Background: an optimization exercise with open tools, aiming at small area, a short achievable clock period and few clock cycles. Do not read the settings as production practice.
Function was checked by simulation only, so behaviour that the tests miss may differ from the original.

==> design.v <==
module multiplexer #(
    parameter  WIDTH    = 32,
    parameter  CHANNELS = 2) (
        input  [(CHANNELS * WIDTH) - 1:0]   in_bus,
        input  [$clog2(CHANNELS) - 1:0]     sel,
        output [WIDTH - 1:0]                out
);
    genvar ig;
    logic  [WIDTH - 1:0] input_array [0:CHANNELS - 1];
    assign out = input_array[sel];
    for(ig = 0; ig < CHANNELS; ig = ig + 1) begin: array_assignments
        assign input_array[(CHANNELS - 1) - ig] = in_bus[(ig * WIDTH) +: WIDTH];
    end
endmodule
module multiplexer2 #(
    parameter  WIDTH = 32
) (
    input  [WIDTH-1:0] in0,
    input  [WIDTH-1:0] in1,
    input              sel,
    output [WIDTH-1:0] out
);
    multiplexer #(
        .WIDTH(WIDTH),
        .CHANNELS(2)
    ) multiplexer (
        .in_bus({in0, in1}),
        .sel(sel),
        .out(out)
    );
endmodule
module multiplexer4 #(
    parameter  WIDTH = 32
) (
    input  [WIDTH-1:0] in0,
    input  [WIDTH-1:0] in1,
    input  [WIDTH-1:0] in2,
    input  [WIDTH-1:0] in3,
    input  [1:0]       sel,
    output [WIDTH-1:0] out
);
    multiplexer #(
        .WIDTH(WIDTH),
        .CHANNELS(4)
    ) multiplexer (
        .in_bus({in0, in1, in2, in3}),
        .sel(sel),
        .out(out)
    );
endmodule
module multiplexer8 #(
    parameter  WIDTH = 32
) (
    input  [WIDTH-1:0] in0,
    input  [WIDTH-1:0] in1,
    input  [WIDTH-1:0] in2,
    input  [WIDTH-1:0] in3,
    input  [WIDTH-1:0] in4,
    input  [WIDTH-1:0] in5,
    input  [WIDTH-1:0] in6,
    input  [WIDTH-1:0] in7,
    input  [2:0]       sel,
    output [WIDTH-1:0] out
);
    multiplexer #(
        .WIDTH(WIDTH),
        .CHANNELS(8)
    ) multiplexer (
        .in_bus({in0, in1, in2, in3, in4, in5, in6, in7}),
        .sel(sel),
        .out(out)
    );
endmodule
module alu (
    input        [4:0]  alu_function,
    input signed [31:0] operand_a,
    input signed [31:0] operand_b,
    output logic [31:0] result,
    output              result_equal_zero
);
    assign result_equal_zero = (result == 32'b0);
    always_comb begin
        result = 32'b0;
        case (alu_function)
            5'b00001:   result = operand_a +    operand_b;
            5'b00010:   result = operand_a -    operand_b;
            5'b00011:   result = operand_a <<   operand_b[4:0];
            5'b00100:   result = operand_a >>   operand_b[4:0];
            5'b00101:   result = operand_a >>>  operand_b[4:0];
            5'b00110:   result = {31'b0, operand_a == operand_b};
            5'b00111:   result = {31'b0, operand_a < operand_b};
            5'b01000:  result = {31'b0, $unsigned(operand_a) < $unsigned(operand_b)};
            5'b01001:   result = operand_a ^    operand_b;
            5'b01010:    result = operand_a |    operand_b;
            5'b01011:   result = operand_a &    operand_b;
            default:
                result = 32'b0;
        endcase
    end
endmodule
module alu_control (
    input        [1:0] alu_op_type,
    input        [2:0] inst_funct3,
    input        [6:0] inst_funct7,
    output logic [4:0] alu_function
);
    logic [4:0] default_funct;
    logic [4:0] secondary_funct;
    logic [4:0] op_funct;
    logic [4:0] op_imm_funct;
    logic [4:0] branch_funct;
    always_comb
        case (alu_op_type)
            2'b00:           alu_function = 5'b00001;
            2'b10:            alu_function = op_funct;
            2'b11:        alu_function = op_imm_funct;
            2'b01:        alu_function = branch_funct;
            default:                alu_function = 5'bx;
        endcase
    always_comb
        if (inst_funct7[5])     op_funct = secondary_funct;
        else                    op_funct = default_funct;
    always_comb
        if (inst_funct7[5] && inst_funct3[1:0] == 2'b01)
                op_imm_funct = secondary_funct;
        else    op_imm_funct = default_funct;
    always_comb
        case (inst_funct3)
            3'b000:    default_funct = 5'b00001;
            3'b001:        default_funct = 5'b00011;
            3'b010:        default_funct = 5'b00111;
            3'b011:       default_funct = 5'b01000;
            3'b100:        default_funct = 5'b01001;
            3'b101:     default_funct = 5'b00100;
            3'b110:         default_funct = 5'b01010;
            3'b111:        default_funct = 5'b01011;
            default:                default_funct = 5'bx;
        endcase
    always_comb
        case (inst_funct3)
            3'b000:    secondary_funct = 5'b00010;
            3'b101:     secondary_funct = 5'b00101;
            default:                secondary_funct = 5'bx;
        endcase
    always_comb
        case (inst_funct3)
            3'b000:  branch_funct = 5'b00110;
            3'b001:  branch_funct = 5'b00110;
            3'b100:  branch_funct = 5'b00111;
            3'b101:  branch_funct = 5'b00111;
            3'b110: branch_funct = 5'b01000;
            3'b111: branch_funct = 5'b01000;
            default:            branch_funct = 5'bx;
        endcase
endmodule
module control_transfer (
    input  result_equal_zero,
    input  [2:0] inst_funct3,
    output logic take_branch
);
    always_comb
        case (inst_funct3)
            3'b000:  take_branch = !result_equal_zero;
            3'b001:  take_branch = result_equal_zero;
            3'b100:  take_branch = !result_equal_zero;
            3'b101:  take_branch = result_equal_zero;
            3'b110: take_branch = !result_equal_zero;
            3'b111: take_branch = result_equal_zero;
            default: take_branch = 1'bx;
        endcase
endmodule
module immediate_generator (
    input        [31:0] inst,
    output logic [31:0] immediate
);
    always_comb begin
        immediate = 32'b0;
        case (inst[6:0])  
            7'b0000011,
            7'b0000111,
            7'b0010011,
            7'b1100111:    
                immediate = { {21{inst[31]}}, inst[30:25], inst[24:20] };
            7'b0100111,
            7'b0100011:   
                immediate = { {21{inst[31]}}, inst[30:25], inst[11:7] };
            7'b1100011:  
                immediate = { {20{inst[31]}}, inst[7], inst[30:25], inst[11:8], 1'b0 };
            7'b0010111,
            7'b0110111:     
                immediate = { {1{inst[31]}}, inst[30:20], inst[19:12], 12'b0 };
            7'b1101111:     
                immediate = { {12{inst[31]}}, inst[19:12], inst[20], inst[30:25], inst[24:21], 1'b0 };
            default: immediate = 32'b0;
        endcase
    end
endmodule
module instruction_decoder(
    input [31:0] inst,
    output [6:0] inst_opcode,
    output [2:0] inst_funct3,
    output [6:0] inst_funct7,
    output [4:0] inst_rd,
    output [4:0] inst_rs1,
    output [4:0] inst_rs2
);
    assign inst_opcode = inst[6:0];
    assign inst_funct3 = inst[14:12];
    assign inst_funct7 = inst[31:25];
    assign inst_rd     = inst[11:7];
    assign inst_rs1    = inst[19:15];
    assign inst_rs2    = inst[24:20];
endmodule
module regfile (
    input  clock,
    input  write_enable,
    input  [4:0] rd_address,
    input  [4:0] rs1_address,
    input  [4:0] rs2_address,
    input  [31:0] rd_data,
    output [31:0] rs1_data,
    output [31:0] rs2_data
);
    logic [31:0] register [1:31];
    assign rs1_data = rs1_address == 5'b0 ? 32'b0 : register[rs1_address];
    assign rs2_data = rs2_address == 5'b0 ? 32'b0 : register[rs2_address];
    always_ff @(posedge clock)
        if (write_enable)
            if (rd_address != 5'b0) register[rd_address] <= rd_data;
endmodule
module register #(
    parameter  WIDTH    = 32,
    parameter  INITIAL  = 0
) (
    input  clock,
    input  reset,
    input  write_enable,
    input  [WIDTH-1:0] next,
    output logic [WIDTH-1:0] value
);
   always_ff @ (posedge clock or posedge reset)
       if (reset) value <= INITIAL;
       else if (write_enable) value <= next;
endmodule
module data_memory_interface (
    input  clock,
    input  read_enable,
    input  write_enable,
    input  [2:0]  data_format,
    input  [31:0] address,
    input  [31:0] write_data,
    output [31:0] read_data,
    output       [31:0] bus_address,
    input        [31:0] bus_read_data,
    output       [31:0] bus_write_data,
    output logic [3:0]  bus_byte_enable,
    output              bus_read_enable,
    output              bus_write_enable
);
    logic [31:0] position_fix;
    logic [31:0] sign_fix;
    assign bus_address      = address;
    assign bus_write_enable = write_enable;
    assign bus_read_enable  = read_enable;
    assign bus_write_data   = write_data << (8*address[1:0]);
    always_comb begin
       bus_byte_enable = 4'b0000;
       case (data_format[1:0])
           2'b00:   bus_byte_enable = 4'b0001 << address[1:0];
           2'b01:   bus_byte_enable = 4'b0011 << address[1:0];
           2'b10:   bus_byte_enable = 4'b1111 << address[1:0];
           default: bus_byte_enable = 4'b0000;
       endcase
    end
    always_comb begin
       position_fix = bus_read_data >> (8*address[1:0]);
    end
    always_comb begin
       case (data_format[1:0])
           2'b00:   sign_fix = {{24{~data_format[2] & position_fix[7]}}, position_fix[7:0]};
           2'b01:   sign_fix = {{16{~data_format[2] & position_fix[15]}}, position_fix[15:0]};
           2'b10:   sign_fix = position_fix[31:0];
           default: sign_fix = 32'bx;
       endcase
    end
    assign read_data = sign_fix;
endmodule
module multicycle_control (
    input  clock,
    input  reset,
    input [6:0] inst_opcode,
    input take_branch,
    output logic [1:0] alu_op_type,
    output logic [1:0] alu_operand_a_select,
    output logic [1:0] alu_operand_b_select,
    output logic pc_write_enable,
    output logic last_pc_write_enable,
    output logic alu_out_write_enable,
    output logic inst_write_enable,
    output logic data_write_enable,
    output logic regfile_write_enable,
    output logic mem_write_enable,
    output logic mem_read_enable,
    output logic [2:0] reg_writeback_select,
    output logic inst_or_data,
    output logic next_pc_select
);
    logic [3:0] state;
    always_ff @(posedge clock or posedge reset)
        if (reset) state <= 4'd0;
        else case (state)
            4'd0: state <= 4'd1;
            4'd1:
                case (inst_opcode)
                    7'b0000011, 7'b0100011: state <= 4'd4;
                    7'b1100011: state <= 4'd8;
                    7'b1101111: state <= 4'd10;
                    7'b1100111: state <= 4'd11;
                    7'b0110011: state <= 4'd2;
                    7'b0010011: state <= 4'd12;
                    7'b0110111: state <= 4'd9;
                    7'b0010111: state <= 4'd3;
                    7'b0001111: state <= 4'd0;
                    default: state <= 4'bx;
                endcase
            4'd2: state <= 4'd3;
            4'd12: state <= 4'd3;
            4'd9: state <= 4'd0;
            4'd10: state <= 4'd0;
            4'd11: state <= 4'd0;
            4'd3: state <= 4'd0;
            4'd4: 
                case (inst_opcode)
                    7'b0000011: state <= 4'd5;
                    7'b0100011: state <= 4'd6;
                    default: state <= 4'bx;
                endcase
            4'd5: state <= 4'd7;
            4'd6: state <= 4'd0;
            4'd7: state <= 4'd0;
            4'd8: state <= 4'd0;
            default: state <= 4'bx;
        endcase
    always_comb
        case (state)
            4'd0:  pc_write_enable = 1'b1;
            4'd8: pc_write_enable = take_branch;
            4'd10:    pc_write_enable = 1'b1;
            4'd11:   pc_write_enable = 1'b1;
            default: pc_write_enable = 1'b0;
        endcase
    always_comb begin
        alu_op_type             = 2'bx;
        last_pc_write_enable    = 1'b0;
        alu_out_write_enable    = 1'b0;
        inst_write_enable       = 1'b0;
        data_write_enable       = 1'b0;
        regfile_write_enable    = 1'b0;
        mem_read_enable         = 1'b0;
        mem_write_enable        = 1'b0;
        reg_writeback_select    = 3'bx;
        inst_or_data            = 1'bx;
        alu_operand_a_select    = 2'bx;
        alu_operand_b_select    = 2'bx;
        next_pc_select          = 1'bx;
        case (state)
            4'd0: begin
                mem_read_enable         = 1'b1;
                inst_or_data            = 1'b0;
                inst_write_enable       = 1'b1;
                alu_op_type             = 2'b00;
                alu_operand_a_select    = 2'b01;
                alu_operand_b_select    = 2'b10;
                last_pc_write_enable    = 1'b1;
                next_pc_select          = 1'b0;
            end
            4'd1: begin
                alu_op_type             = 2'b00;
                alu_operand_a_select    = 2'b10;
                alu_operand_b_select    = 2'b01;
                alu_out_write_enable    = 1'b1;
            end
            4'd2: begin
                alu_out_write_enable    = 1'b1;
                alu_op_type             = 2'b10;
                alu_operand_a_select    = 2'b00;
                alu_operand_b_select    = 2'b00;
            end
            4'd12: begin
                alu_out_write_enable    = 1'b1;
                alu_op_type             = 2'b11;
                alu_operand_a_select    = 2'b00;
                alu_operand_b_select    = 2'b01;
            end
            4'd9: begin
                regfile_write_enable    = 1'b1;
                reg_writeback_select    = 3'b011;
            end
            4'd3: begin
                regfile_write_enable    = 1'b1;
                reg_writeback_select    = 3'b000;
            end
            4'd4: begin
                alu_out_write_enable    = 1'b1;
                alu_op_type             = 2'b00;
                alu_operand_a_select    = 2'b00;
                alu_operand_b_select    = 2'b01;
            end
            4'd6: begin
                inst_or_data            = 1'b1;
                mem_write_enable        = 1'b1;
            end
            4'd5: begin
                inst_or_data            = 1'b1;
                mem_read_enable         = 1'b1;
                data_write_enable       = 1'b1;
            end
            4'd7: begin
                regfile_write_enable    = 1'b1;
                reg_writeback_select    = 3'b001;
            end
            4'd8: begin
                alu_op_type             = 2'b01;
                alu_operand_a_select    = 2'b00;
                alu_operand_b_select    = 2'b00;
                next_pc_select          = 1'b1;
            end
            4'd10: begin
                regfile_write_enable    = 1'b1;
                reg_writeback_select    = 3'b010;
                next_pc_select          = 1'b1;
            end
            4'd11: begin
                regfile_write_enable    = 1'b1;
                reg_writeback_select    = 3'b010;
                alu_op_type             = 2'b00;
                alu_operand_a_select    = 2'b00;
                alu_operand_b_select    = 2'b01;
                next_pc_select          = 1'b0;
            end
            default: begin
                alu_out_write_enable    = 1'bx;
                inst_write_enable       = 1'bx;
                data_write_enable       = 1'bx;
                regfile_write_enable    = 1'bx;
            end
        endcase
    end
endmodule
module multicycle_ctlpath (
    input  clock,
    input  reset,
    input [6:0] inst_opcode,
    input [2:0] inst_funct3,
    input [6:0] inst_funct7,
    input alu_result_equal_zero,
    output [4:0] alu_function,
    output [1:0] alu_operand_a_select,
    output [1:0] alu_operand_b_select,
    output next_pc_select,
    output pc_write_enable,
    output last_pc_write_enable,
    output alu_out_write_enable,
    output inst_write_enable,
    output data_write_enable,
    output regfile_write_enable,
    output mem_read_enable,
    output mem_write_enable,
    output [2:0] reg_writeback_select,
    output inst_or_data,
    output [2:0] data_format
);
    logic [1:0] alu_op_type;
    logic take_branch;
    multicycle_control multicycle_control(
        .clock                  (clock),
        .reset                  (reset),
        .inst_opcode            (inst_opcode),
        .pc_write_enable        (pc_write_enable),
        .last_pc_write_enable   (last_pc_write_enable),
        .alu_out_write_enable   (alu_out_write_enable),
        .alu_operand_a_select   (alu_operand_a_select),
        .alu_operand_b_select   (alu_operand_b_select),
        .inst_write_enable      (inst_write_enable),
        .data_write_enable      (data_write_enable),
        .regfile_write_enable   (regfile_write_enable),
        .mem_read_enable        (mem_read_enable),
        .mem_write_enable       (mem_write_enable),
        .reg_writeback_select   (reg_writeback_select),
        .inst_or_data           (inst_or_data),
        .alu_op_type            (alu_op_type),
        .next_pc_select         (next_pc_select),
        .take_branch            (take_branch)
    );
    control_transfer control_transfer (
        .result_equal_zero  (alu_result_equal_zero),
        .inst_funct3        (inst_funct3),
        .take_branch        (take_branch)
    );
    alu_control alu_control(
        .alu_op_type        (alu_op_type),
        .inst_funct3        (inst_funct3),
        .inst_funct7        (inst_funct7),
        .alu_function       (alu_function)
    );
    assign data_format = inst_or_data ? inst_funct3 : 3'b010;
endmodule
module multicycle_datapath (
    input  clock,
    input  reset,
    input  [31:0] mem_read_data,
    output [31:0] mem_address,
    output [31:0] mem_write_data,
    output [31:0] inst,
    output [31:0] pc,
    output [6:0] inst_opcode,
    output [2:0] inst_funct3,
    output [6:0] inst_funct7,
    output alu_result_equal_zero,
    input [4:0] alu_function,
    input [1:0] alu_operand_a_select,
    input [1:0] alu_operand_b_select,
    input next_pc_select,
    input pc_write_enable,
    input last_pc_write_enable,
    input alu_out_write_enable,
    input inst_write_enable,
    input data_write_enable,
    input regfile_write_enable,
    input [2:0] reg_writeback_select,
    input inst_or_data
);
    logic [31:0] immediate;
    logic [31:0] alu_operand_a;
    logic [31:0] alu_operand_b;
    logic [31:0] alu_result;
    logic [31:0] alu_out;
    logic [4:0] inst_rd;
    logic [4:0] inst_rs1;
    logic [4:0] inst_rs2;
    logic [31:0] rd_data;
    logic [31:0] rs1_data;
    logic [31:0] rs2_data;
    logic [31:0] rs1_out;
    logic [31:0] rs2_out;
    logic [31:0] next_pc;
    logic [31:0] last_pc;
    logic [31:0] data;
    assign mem_write_data = rs2_out;
    immediate_generator immediate_generator(
        .inst                   (inst),
        .immediate              (immediate)
    );
    instruction_decoder instruction_decoder(
        .inst                   (inst),
        .inst_opcode            (inst_opcode),
        .inst_funct7            (inst_funct7),
        .inst_funct3            (inst_funct3),
        .inst_rd                (inst_rd),
        .inst_rs1               (inst_rs1),
        .inst_rs2               (inst_rs2)
    );
    alu alu(
        .alu_function       (alu_function),
        .operand_a          (alu_operand_a),
        .operand_b          (alu_operand_b),
        .result             (alu_result),
        .result_equal_zero  (alu_result_equal_zero)
    );
    register #(
        .WIDTH(32),
        .INITIAL(32'h00400000)
    ) program_counter(
        .clock              (clock),
        .reset              (reset),
        .write_enable       (pc_write_enable),
        .next               (next_pc),
        .value              (pc)
    );
    register #(
        .WIDTH(32),
        .INITIAL(32'h00400000)
    ) last_pc_register(
        .clock              (clock),
        .reset              (reset),
        .write_enable       (last_pc_write_enable),
        .next               (pc),
        .value              (last_pc)
    );
    register #(
        .WIDTH(32)
    ) alu_out_register(
        .clock              (clock),
        .reset              (reset),
        .write_enable       (alu_out_write_enable),
        .next               (alu_result),
        .value              (alu_out)
    );
    register #(
        .WIDTH(32)
    ) inst_register(
        .clock              (clock),
        .reset              (reset),
        .write_enable       (inst_write_enable),
        .next               (mem_read_data),
        .value              (inst)
    );
    register #(
        .WIDTH(32)
    ) data_register(
        .clock              (clock),
        .reset              (reset),
        .write_enable       (data_write_enable),
        .next               (mem_read_data),
        .value              (data)
    );
    register #(
        .WIDTH(32)
    ) rs1_register(
        .clock              (clock),
        .reset              (reset),
        .write_enable       (1'b1),
        .next               (rs1_data),
        .value              (rs1_out)
    );
    register #(
        .WIDTH(32)
    ) rs2_register(
        .clock              (clock),
        .reset              (reset),
        .write_enable       (1'b1),
        .next               (rs2_data),
        .value              (rs2_out)
    );
    multiplexer2 #(
        .WIDTH(32)
    ) mux_mem_address (
        .in0                (pc),
        .in1                (alu_out),
        .sel                (inst_or_data),
        .out                (mem_address)
    );
    multiplexer8 #(
        .WIDTH(32)
    ) mux_mem_to_reg (
        .in0                (alu_out),
        .in1                (data),
        .in2                (pc),
        .in3                (immediate),
        .in4                (32'b0),
        .in5                (32'b0),
        .in6                (32'b0),
        .in7                (32'b0),
        .sel                (reg_writeback_select),
        .out                (rd_data)
    );
    multiplexer4 #(
        .WIDTH(32)
    ) mux_alu_operand_a (
        .in0                (rs1_out),
        .in1                (pc),
        .in2                (last_pc),
        .in3                (32'b0),
        .sel                (alu_operand_a_select),
        .out                (alu_operand_a)
    );
    multiplexer4 #(
        .WIDTH(32)
    ) mux_alu_operand_b (
        .in0                (rs2_out),
        .in1                (immediate),
        .in2                (32'd4),
        .in3                (32'd0),
        .sel                (alu_operand_b_select),
        .out                (alu_operand_b)
    );
    multiplexer2 #(
        .WIDTH(32)
    ) mux_next_pc (
        .in0                ({alu_result[31:1], 1'b0}),
        .in1                (alu_out),
        .sel                (next_pc_select),
        .out                (next_pc)
    );
    regfile regfile(
        .clock              (clock),
        .write_enable       (regfile_write_enable),
        .rd_address         (inst_rd),
        .rs1_address        (inst_rs1),
        .rs2_address        (inst_rs2),
        .rd_data            (rd_data),
        .rs1_data           (rs1_data),
        .rs2_data           (rs2_data)
    );
endmodule
module riscv_core (
    input  clock,
    input  reset,
    output [31:0] bus_address,
    input  [31:0] bus_read_data,
    output [31:0] bus_write_data,
    output [3:0]  bus_byte_enable,
    output        bus_read_enable,
    output        bus_write_enable,
    output [31:0] inst,
    output [31:0] pc
);
    logic [4:0] alu_function;
    logic pc_write_enable;
    logic last_pc_write_enable;
    logic next_pc_select;
    logic alu_out_write_enable;
    logic [1:0] alu_operand_a_select;
    logic [1:0] alu_operand_b_select;
    logic inst_write_enable;
    logic data_write_enable;
    logic regfile_write_enable;
    logic [2:0] reg_writeback_select;
    logic inst_or_data;
    logic [6:0] inst_opcode;
    logic [2:0] inst_funct3;
    logic [6:0] inst_funct7;
    logic alu_result_equal_zero;
    logic [31:0] address;
    logic [31:0] read_data;
    logic [31:0] write_data;
    logic [2:0] data_format;
    logic read_enable;
    logic write_enable;
    multicycle_datapath multicycle_datapath (
        .clock                  (clock),
        .reset                  (reset),
        .alu_function           (alu_function),
        .alu_operand_a_select   (alu_operand_a_select),
        .alu_operand_b_select   (alu_operand_b_select),
        .next_pc_select         (next_pc_select),
        .pc_write_enable        (pc_write_enable),
        .last_pc_write_enable   (last_pc_write_enable),
        .alu_out_write_enable   (alu_out_write_enable),
        .inst_write_enable      (inst_write_enable),
        .data_write_enable      (data_write_enable),
        .regfile_write_enable   (regfile_write_enable),
        .reg_writeback_select   (reg_writeback_select),
        .inst_or_data           (inst_or_data),
        .mem_address            (address),
        .mem_read_data          (read_data),
        .mem_write_data         (write_data),
        .pc                     (pc),
        .inst                   (inst),
        .inst_opcode            (inst_opcode),
        .inst_funct3            (inst_funct3),
        .inst_funct7            (inst_funct7),
        .alu_result_equal_zero  (alu_result_equal_zero)
    );
    multicycle_ctlpath multicycle_ctlpath(
        .clock                  (clock),
        .reset                  (reset),
        .alu_function           (alu_function),
        .alu_operand_a_select   (alu_operand_a_select),
        .alu_operand_b_select   (alu_operand_b_select),
        .next_pc_select         (next_pc_select),
        .pc_write_enable        (pc_write_enable),
        .last_pc_write_enable   (last_pc_write_enable),
        .alu_out_write_enable   (alu_out_write_enable),
        .inst_write_enable      (inst_write_enable),
        .data_write_enable      (data_write_enable),
        .regfile_write_enable   (regfile_write_enable),
        .reg_writeback_select   (reg_writeback_select),
        .inst_or_data           (inst_or_data),
        .inst_opcode            (inst_opcode),
        .inst_funct3            (inst_funct3),
        .inst_funct7            (inst_funct7),
        .alu_result_equal_zero  (alu_result_equal_zero),
        .mem_read_enable        (read_enable),
        .mem_write_enable       (write_enable),
        .data_format            (data_format)
    );
    data_memory_interface data_memory_interface (
        .clock                  (clock),
        .read_enable            (read_enable),
        .write_enable           (write_enable),
        .data_format            (data_format),
        .address                (address),
        .write_data             (write_data),
        .read_data              (read_data),
        .bus_address            (bus_address),
        .bus_read_data          (bus_read_data),
        .bus_write_data         (bus_write_data),
        .bus_read_enable        (bus_read_enable),
        .bus_write_enable       (bus_write_enable),
        .bus_byte_enable        (bus_byte_enable)
    );
endmodule
module riscv_multicycle (
    input  clock,
    input  reset,
    output [31:0] bus_address,
    input  [31:0] bus_read_data,
    output [31:0] bus_write_data,
    output [3:0]  bus_byte_enable,
    output        bus_read_enable,
    output        bus_write_enable
);
    logic [31:0] inst;
    logic [31:0] pc;
    riscv_core riscv_core (
        .clock                  (clock),
        .reset                  (reset),
        .bus_address            (bus_address),
        .bus_read_data          (bus_read_data),
        .bus_write_data         (bus_write_data),
        .bus_byte_enable        (bus_byte_enable),
        .bus_read_enable        (bus_read_enable),
        .bus_write_enable       (bus_write_enable),
        .inst                   (inst),
        .pc                     (pc)
    );
endmodule
==> constraint.sdc <==
create_clock -name core_clock -period 9.0 [get_ports {clock}]
set_input_delay 1.8000 -clock core_clock [delete_from_list [all_inputs] [get_ports {clock}]]
set_output_delay 1.8000 -clock core_clock [all_outputs]
set_load 0.01 [all_outputs]
==> config.mk <==
export PLATFORM = sky130hd
export DESIGN_NAME = riscv_multicycle
export DESIGN_NICKNAME = riscv_multicycle
export VERILOG_FILES = /design/flow/design.v
export SDC_FILE = /design/flow/constraint.sdc
export NUM_CORES = 8
export LEC_CHECK = 0
export CAP_MARGIN = 20
export CORE_MARGIN = 2
export CORE_UTILIZATION = 40
export SLEW_MARGIN = 20
==> run.sh <==
#!/bin/bash
# synth_recipe.tcl (not shown) runs the flow's synth.tcl, then flattens the netlist and writes it again
# the make line also repeats each setting of config.mk as NAME=value (left out here)
make -C /OpenROAD-flow-scripts/flow DESIGN_CONFIG=/design/flow/config.mk WORK_HOME=/design/flow/orfs CLKGATE_MAP_FILE= SYNTH_SCRIPT=/design/flow/synth_recipe.tcl finish
==> run summary <==
## per-stage QoR
stage / area, um2 / hold slack [ns] / worst slack [ns] / cells
finish: 76300 / 0.463 / 0.535 / 7393
CTS: 76200 / 0.465 / 0.963 / 7390
detailed placement: 71700 / 0.457 / 0.966 / 7141
global placement: 71700 / 0.449 / 1.01 / 7141
global route: 76300 / 0.475 / 0.289 / 7391
floorplan: 67700 / 0.438 / 0.955 / 5057
## worst min-delay path, delay by kind of cell (launching register included)
family / cells / cell delay (ns)
DFF: 1 / 0.37
and+or+nand+nor: 2 / 0.10
## layer usage
| metal | vias to the layer above | GRT usage (%) |
|---|---|---|
| met5 | - | 0 |
| met4 | 18 | 14.4 |
| met3 | 580 | 7.32 |
| met2 | 3191 | 47.7 |
| met1 | 26200 | 44.5 |
| li1 | 20200 | - |
## cell usage after synthesis, types with 13 or more instances
| cell type | n | area [um2] |
|---|---|---|
| edfxtp_1 | 992 | 29800 |
| mux4_2 | 448 | 10100 |
| nand2_1 | 436 | 1640 |
| mux2i_1 | 312 | 3120 |
| clkbuf_1 | 282 | 1060 |
| a21oi_1 | 276 | 1380 |
| o21ai_0 | 271 | 1360 |
| dfrtp_1 | 226 | 5660 |
| nor2_1 | 222 | 833 |
| mux2_2 | 194 | 2180 |
| a221oi_1 | 133 | 1160 |
| nor3_1 | 121 | 606 |
| ha_1 | 110 | 1380 |
| inv_1 | 108 | 405 |
| buf_1 | 66 | 248 |
| o221ai_1 | 58 | 508 |
| nand3_1 | 53 | 265 |
| and3_1 | 49 | 307 |
| a211oi_1 | 48 | 360 |
| a221o_1 | 38 | 380 |
| buf_2 | 38 | 190 |
| nor2b_1 | 37 | 231 |
| and2_1 | 36 | 225 |
| a21o_1 | 33 | 248 |
| a31oi_1 | 31 | 194 |
| mux2_4 | 29 | 435 |
| a22o_1 | 26 | 228 |
| o211ai_1 | 25 | 188 |
| nand2b_1 | 24 | 150 |
| o22ai_1 | 22 | 138 |
| a22oi_1 | 17 | 128 |
| nor4_1 | 17 | 106 |
| o31ai_1 | 15 | 113 |
| nand4_1 | 14 | 87.6 |
| a211o_1 | 13 | 114 |
| or3_1 | 13 | 81.3 |
## state kept, by name, summed over array words and instances, names as in the netlist
register	count
riscv_core.multicycle_datapath.data_register.value	32
riscv_core.multicycle_datapath.rs2_register.value	32
riscv_core.multicycle_datapath.inst_register.value	32
riscv_core.multicycle_datapath.regfile.register	992
riscv_core.multicycle_datapath.alu_out_register.value	32
riscv_core.multicycle_datapath.program_counter.value	32
riscv_core.multicycle_ctlpath.multicycle_control.state	4
riscv_core.multicycle_datapath.rs1_register.value	32
riscv_core.multicycle_datapath.last_pc_register.value	32
## cell families (layout without fill, tap and decap cells)
group,after synthesis,count (layout),share of synthesized area [%]
buffers and inverters,521,651,3.14
adders and majority gates,112,112,2.09
muxes,989,989,23.5
DFF,1220,1220,52.4
xor gates and xnor gates,13,13,0.168
and+or+nand+nor,1075,1075,7.38
other,0,2,0
AOI/OAI and AO/OA,1127,1127,11.2
## layout make-up
cell class | instances | area [um2] | area share (%)
Sequential cell | 1220 | 35500 | 46.6
Multi-Input combinational cell | 3316 | 30600 | 40.1
Clock buffer | 177 | 3600 | 4.72
Tap cell | 2204 | 2760 | 3.62
Timing Repair Buffer | 285 | 2440 | 3.21
Clock inverter | 72 | 897 | 1.18
Inverter | 117 | 460 | 0.604
Antenna cell | 2 | 5.00 | 0.00656
## layout by cell type, fill, tap and decap left out, types with 26 or more instances in the layout
master           synthesis  final
a21oi_1                276    269
edfxtp_1               992    992
and2_1                  36     36
nor2_1                 222    188
nand2_1                436    431
a22o_1                  26     26
o221ai_1                58     58
a221oi_1               133    133
inv_1                  108    107
mux2_2                 194    194
clkdlybuf4s50_1          0    103
mux2i_1                312    310
mux2_4                  29     29
dfrtp_1                226    216
a221o_1                 38     38
buf_4                    5    177
and3_1                  49     48
nor2_4                   0     34
nand3_1                 53     52
clkbuf_1               282     36
a31oi_1                 31     30
mux4_2                 448    448
nor3_1                 121    117
nor2b_1                 37     35
a211oi_1                48     47
ha_1                   110    110
clkbuf_16                0    135
a21o_1                  33     31
o21ai_0                271    270
## final timing paths
kind / from / endpoint / slack (ns) / depth (start not counted)
max: flop / flop / 0.53 / 25
min: flop / flop / 0.46 / 2
max reg2reg: flop / flop / 0.53 / 25
max in group asynchronous: reset / async pin / 5.96 / 3
min in group asynchronous: reset / async pin / 1.51 / 2
min reg2reg: flop / flop / 0.46 / 2
==> results.cfg <==
[status]
outcome = complete, no violations

[sta]
setup_tns_ns = 0
drv_slew = 0
slew-limit-headroom_pct = 14.0
fin_worst_skew_ns = 0.0456
rsz0062_at_grt = no
worstMarginPinSlew_ns = 1.28
period_needed_ns = 8.47
hold_violations = 0
finalCritPeriodShare_pct = 94.1
setup_viol = 0
clock.fmax_mhz = 118

[clock_network]
holdBufCountCts = 0
clockRootBuffer = clkbuf_16
worstSkewPairLatency_ns = 0.80
clk_pin_slew_ns = 0.06
numCtsBuffers = 135
cts_setup_buffers = 0
clkSinkCount = 1220
post_cts_resize_count = 0
cts_tree = built
cts_buffer_depth = 3
htreeDepth = 4

[layout]
post-route-util_pct = 45.5
syn2layout_area_growth_pct = 12.6
fin_nets = 5221
drive_above_1_share_pct = 22.7
nFillCells = 14900

[worst_setup_path]
path_delay_family = simple AND/OR/NAND/NOR gates
cp-end-kind = flop
start_kind = flop
arrival_ns = 9.11
worstSetupPathType = reg -> reg
cp.required_ns = 9.65
critical-path-max-stage-delay_ns = 0.88
crit_slowest_cell = nor3_1
crit_fanout = 25
critPathBufInv = 5

[floorplan]
die-area_mm2 = 0.173
dieHeight_um = 415
fp.dieW_um = 415
core-area_mm2 = 0.168
pin_count = 104
num_rows = 150
initial_utilization_pct = 40.4

[synth]
syn-num-nets = 5203
ys_seq_area_share_pct = 52.4
synth_edf_count = 992
synth.avg_cell_area_um2 = 13.4
synth_async_sr_flop_share_pct = 18.7
synthDistinctLibCells = 104
synthFlopType = edfxtp_1
synthCells = 5057
ys.warnings.count = 15
synth_area_mm2 = 0.0677
synth_seq_cells = 1220

[placement]
io_buffers = 103
dpl.hpwl_um = 191000
routabilityCongestion = 1.08

[route]
drc = 0
postRouteAntennaNets = 0
wl_met2_um = 124000
drt-met1-wl_um = 113000
vias = 50200
routed_wl_um = 282000
firstDrtPassIters = 6
avgRoutedWirePerCell_um = 38.1
viasPerCell = 6.78
top_layer = met5
met3WireLength_um = 29800
drtIter0Drc = 7469

[grt]
grt_pass1_vias = 48200
grt_pass1_wl_um = 388000
gr-total-overflow = 0
grt_start_max_net_pins = 159
antenna_found_initial = 22
gr-usage-all-layers_pct = 32.0

[min_path]
hold_path.class = reg -> reg

[flow_run]
drv_cap = 0
Testbench counts, summed over its fixed seeds: cycles 454,543.

## port drivers added, routing unchanged
In the flow no input, the clock included, has a driving cell. The finished layout below was timed again as built, in two steps.
Step 1 sets driving cells, clkbuf_16 on the clock port and buf_2 on the other inputs (assumed; they add their load-dependent delay and slew).
Step 2 also shifts input and output timing later by t, the mid clock arrival at the registers, as if the neighbouring blocks saw the same clock.
Slacks: ideal ports / drivers / drivers and shift; pairs: ideal ports / drivers.
t, ns: 0.849
slack for setup (ns): 0.535 / 0.535 / 0.535
worst setup path at the end: register to register
clock arrival spread, ns: 0.046 / 0.046
After both steps this run still meets setup and hold. The setup slack of this run moves by 0.000 ns with the drivers and by 0.000 ns with both steps.
